Background: an optimization exercise with open tools, aiming at small area, a short achievable clock period and few clock cycles. Do not read the settings as production practice.
The RTL was checked by simulation tests, not by an equivalence proof against the original design.
Power is estimated from default activity; no workload was simulated.

## run 1
==> flow/design.v <==
module L1_cache
(
	input clk,
	input rst,
	input [31:0] mem_address, mem_wdata,
	input logic mem_read, mem_write,
	input [3:0] mem_byte_enable,
	output [31:0] mem_rdata,
	output logic mem_resp,
	input logic pmem_resp,
	input [255:0] pmem_rdata,
	output pmem_read, pmem_write,
	output logic [31:0] pmem_address,
	output [255:0] pmem_wdata
);
logic [255:0] line;
logic [26:0] tag;
logic valid, dirty;
logic [7:0] wsel;      
logic [3:0] wbe;       
logic [31:0] rdata_q;  
logic [3:0] s, o;
wire req     = mem_read | mem_write;
wire cidle   = ~(s[3] | s[1] | s[0]);
wire hit     = valid & (tag == mem_address[31:5]);
wire st_done = s[1] & (|wbe);       
function automatic logic [3:0] next(input logic [3:0] q, input logic rq,
	input logic ht, input logic dn, input logic pr);
	logic rd, wr, rs, pd, cidle, miss, rd_start;
	{rd, wr, rs, pd} = q;
	cidle = ~(rd | rs | pd);
	miss = cidle & rq & ~ht;
	rd_start = (miss & ~dn) | (pd & wr & pr);
	next[3] = rd ? ~pr : rd_start;
	next[2] = wr ? ~pr : ((~rd | pr) & dn);
	next[1] = (cidle & rq & ht) | (rd & pr);
	next[0] = pd ? ~(wr & pr) : (miss & dn);
endfunction
wire st_hit  = cidle & mem_write & (|mem_byte_enable) & hit;
wire st_fill = s[3] & pmem_resp & (|wbe);
wire dirty_n = st_done | st_hit | st_fill | (dirty & ~(s[2] & pmem_resp));
always_ff @(posedge clk) begin
	if (rst) begin
		s <= 4'b0;
		o <= 4'b0;
		valid <= 1'b0;
		dirty <= 1'b0;
	end else begin
		s <= next(s, req, hit, dirty_n, pmem_resp);
		o <= next(o, req, hit, dirty_n, pmem_resp);
		dirty <= dirty_n;
		if (s[3] & pmem_resp) valid <= 1'b1;
		else if (cidle & ~req & ~dirty_n) valid <= 1'b0;
	end
end
assign pmem_read    = o[3];
assign pmem_write   = o[2];
assign mem_resp     = o[1];
assign pmem_address = {tag, 5'b0};
assign pmem_wdata   = line;
assign mem_rdata    = rdata_q;
always_ff @(posedge clk) begin
	if (cidle) begin
		for (int w = 0; w < 8; w++)
			wsel[w] <= (mem_address[4:2] == 3'(w));
		wbe <= mem_write ? mem_byte_enable : 4'b0;
	end
	if ((cidle & ~dirty_n) | (s[0] & s[2] & pmem_resp))
		tag <= mem_address[31:5];
end
logic [255:0] line_d;
always_comb begin
	for (int k = 0; k < 32; k++) begin
		logic m, f, h;
		m = wsel[k / 4] & wbe[k % 4] & (s[3] | s[1]);
		f = s[3] & ~m;
		h = ~s[3] & ~m;
		line_d[8*k +: 8] = ({8{m}} & mem_wdata[8*(k%4) +: 8])
		                 | ({8{f}} & pmem_rdata[8*k +: 8])
		                 | ({8{h}} & line[8*k +: 8]);
	end
end
always_ff @(posedge clk)
	line <= line_d;
logic [7:0] rsel;
logic [31:0] rdata_d;
always_comb begin
	for (int w = 0; w < 8; w++)
		rsel[w] = cidle ? (mem_address[4:2] == 3'(w)) : wsel[w];
	rdata_d = '0;
	for (int w = 0; w < 8; w++)
		rdata_d = rdata_d | ({32{rsel[w]}} & line_d[32*w +: 32]);
end
always_ff @(posedge clk)
	rdata_q <= rdata_d;
endmodule
==> flow/config.mk <==
export PLATFORM = sky130hd
export DESIGN_NAME = L1_cache
export DESIGN_NICKNAME = L1_cache
export VERILOG_FILES = /design/flow/design.v
export SDC_FILE = /design/flow/constraint.sdc
export NUM_CORES = 4
export LEC_CHECK = 0
export ABC_AREA = 1
export CAP_MARGIN = 20
export CORE_AREA = 4 4 156 156
export DIE_AREA = 0 0 160 160
export PLACE_DENSITY = 0.85
export SLEW_MARGIN = 20
==> flow/constraint.sdc <==
create_clock -name core_clock -period 10.0 [get_ports {clk}]
set_input_delay 2.0000 -clock core_clock [delete_from_list [all_inputs] [get_ports {clk}]]
set_output_delay 2.0000 -clock core_clock [all_outputs]
set_load 0.01 [all_outputs]
standard.sh (not shown) runs the stock make flow with config.mk's settings and CLKGATE_MAP_FILE= SYNTH_SCRIPT=/design/flow/synth_recipe.tcl, a recipe that flattens the netlist after the stock synthesis.
==> flow/flow/run.sh <==
#!/bin/bash
# Standard layout, with plain buffers on the ports, closer port pins, a
# clock tree without dummy loads and timing repair aimed at a larger setup
# margin. The whole ORFS output goes to standard_flow.log.
set -euo pipefail
bash standard.sh "BUFFER_PORTS_ARGS=-buffer_cell sky130_fd_sc_hd__buf_1" \
  "CTS_ARGS=-sink_clustering_enable -repair_clock_nets -dont_use_dummy_load -buf_list sky130_fd_sc_hd__clkbuf_8 -root_buf sky130_fd_sc_hd__clkbuf_16 -sink_clustering_size 16 -sink_clustering_max_diameter 60" \
  "PLACE_PINS_ARGS=-min_distance 1 -min_distance_in_tracks" \
  SETUP_SLACK_MARGIN=6.9 finish > standard_flow.log 2>&1
Testbench counts of run 1, summed over its fixed seeds: cycles 134,489.
The following lists how run 2 was set up differently from run 1:
Settings: CORE_AREA now 4 4 181 181, was 4 4 156 156; SLEW_MARGIN now 5, was 20; CAP_MARGIN now 5, was 20; DIE_AREA now 0 0 185 185, was 0 0 160 160; PLACE_DENSITY now 0.75, was 0.85.
--- outcome ---
Both conditions hold for run 2: the flow ran to the end and the final layout passed the timing, DRC and antenna checks. NOTE number of buffers created by CTS run 1->run 2 increased by more than 10%. The destination of the critical timing path comes out pmem_address[12] in one run and pmem_address[16] in the other, namely in run 2 and run 1 respectively. The higher final cell count of run 1 and run 2 is in run 2. In the tables for run 1 and run 2, first-pass GRT wire length reads higher with run 1. Relative to run 1, post-route fraction of the period consumed by the critical path decreased by 1.9 points in run 2. Comparing run 1 with run 2, the design area came out essentially unchanged.
## Diff of input files: run 3 against run 2
Settings: CAP_MARGIN now 20, was 5; SLEW_MARGIN now 20, was 5; GPL_TIMING_DRIVEN now 0, previously not set.
==> comparison <==
Fraction of power spent switching nets, run 2 and run 3: higher on run 3
Delta (run 3 minus run 2): antenna diode instance count grew by 3; power grew by 2.1%; leakage power figure grew by about 2.5%; transition time at the pin with the least slew margin shrank by 0.42 ns; via count grew by 466.
[run 3 vs run 2] total met2 wirelength after detailed routing: higher in run 3
Final period demand of the worst path delta (run 3 -> run 2): insignificant
Run 3 went all the way through synthesis, placement and routing and the layout is clean on timing, DRC and antenna.

-- what the ideal ports hide --
In the flow no input, the clock included, has a driving cell. The finished layouts below were timed again as built, in two steps.
Step 1 sets driving cells, clkbuf_16 on the clock port and buf_2 on the other inputs (assumed; they add their load-dependent delay and slew).
Step 2 also shifts input and output timing later by t, the mid clock arrival at the registers, as if the neighbouring blocks saw the same clock.
Three values: ideal, step 1, step 2; two values: the first two.
| run | t, ns | setup WS [ns] | worst hold slack (ns) | worst setup path at the end | worst slew at a driven data input, ns |
|---|---|---|---|---|---|
| run 1 | 0.581 | 6.671 / 6.618 / 6.180 | 0.492 / 0.492 / 0.492 | input to register | 0.19 |
| run 2 | 0.573 | 6.863 / 6.812 / 6.335 | 0.473 / 0.473 / 0.473 | input to register | 0.14 |
| run 3 | 0.578 | 6.862 / 6.808 / 6.308 | 0.466 / 0.466 / 0.466 | input to register | 0.12 |
After both steps setup and hold are still met in every run listed. For run 3, which loses most, drivers alone change the setup slack by -0.054 ns; drivers and shift together by -0.554 ns.
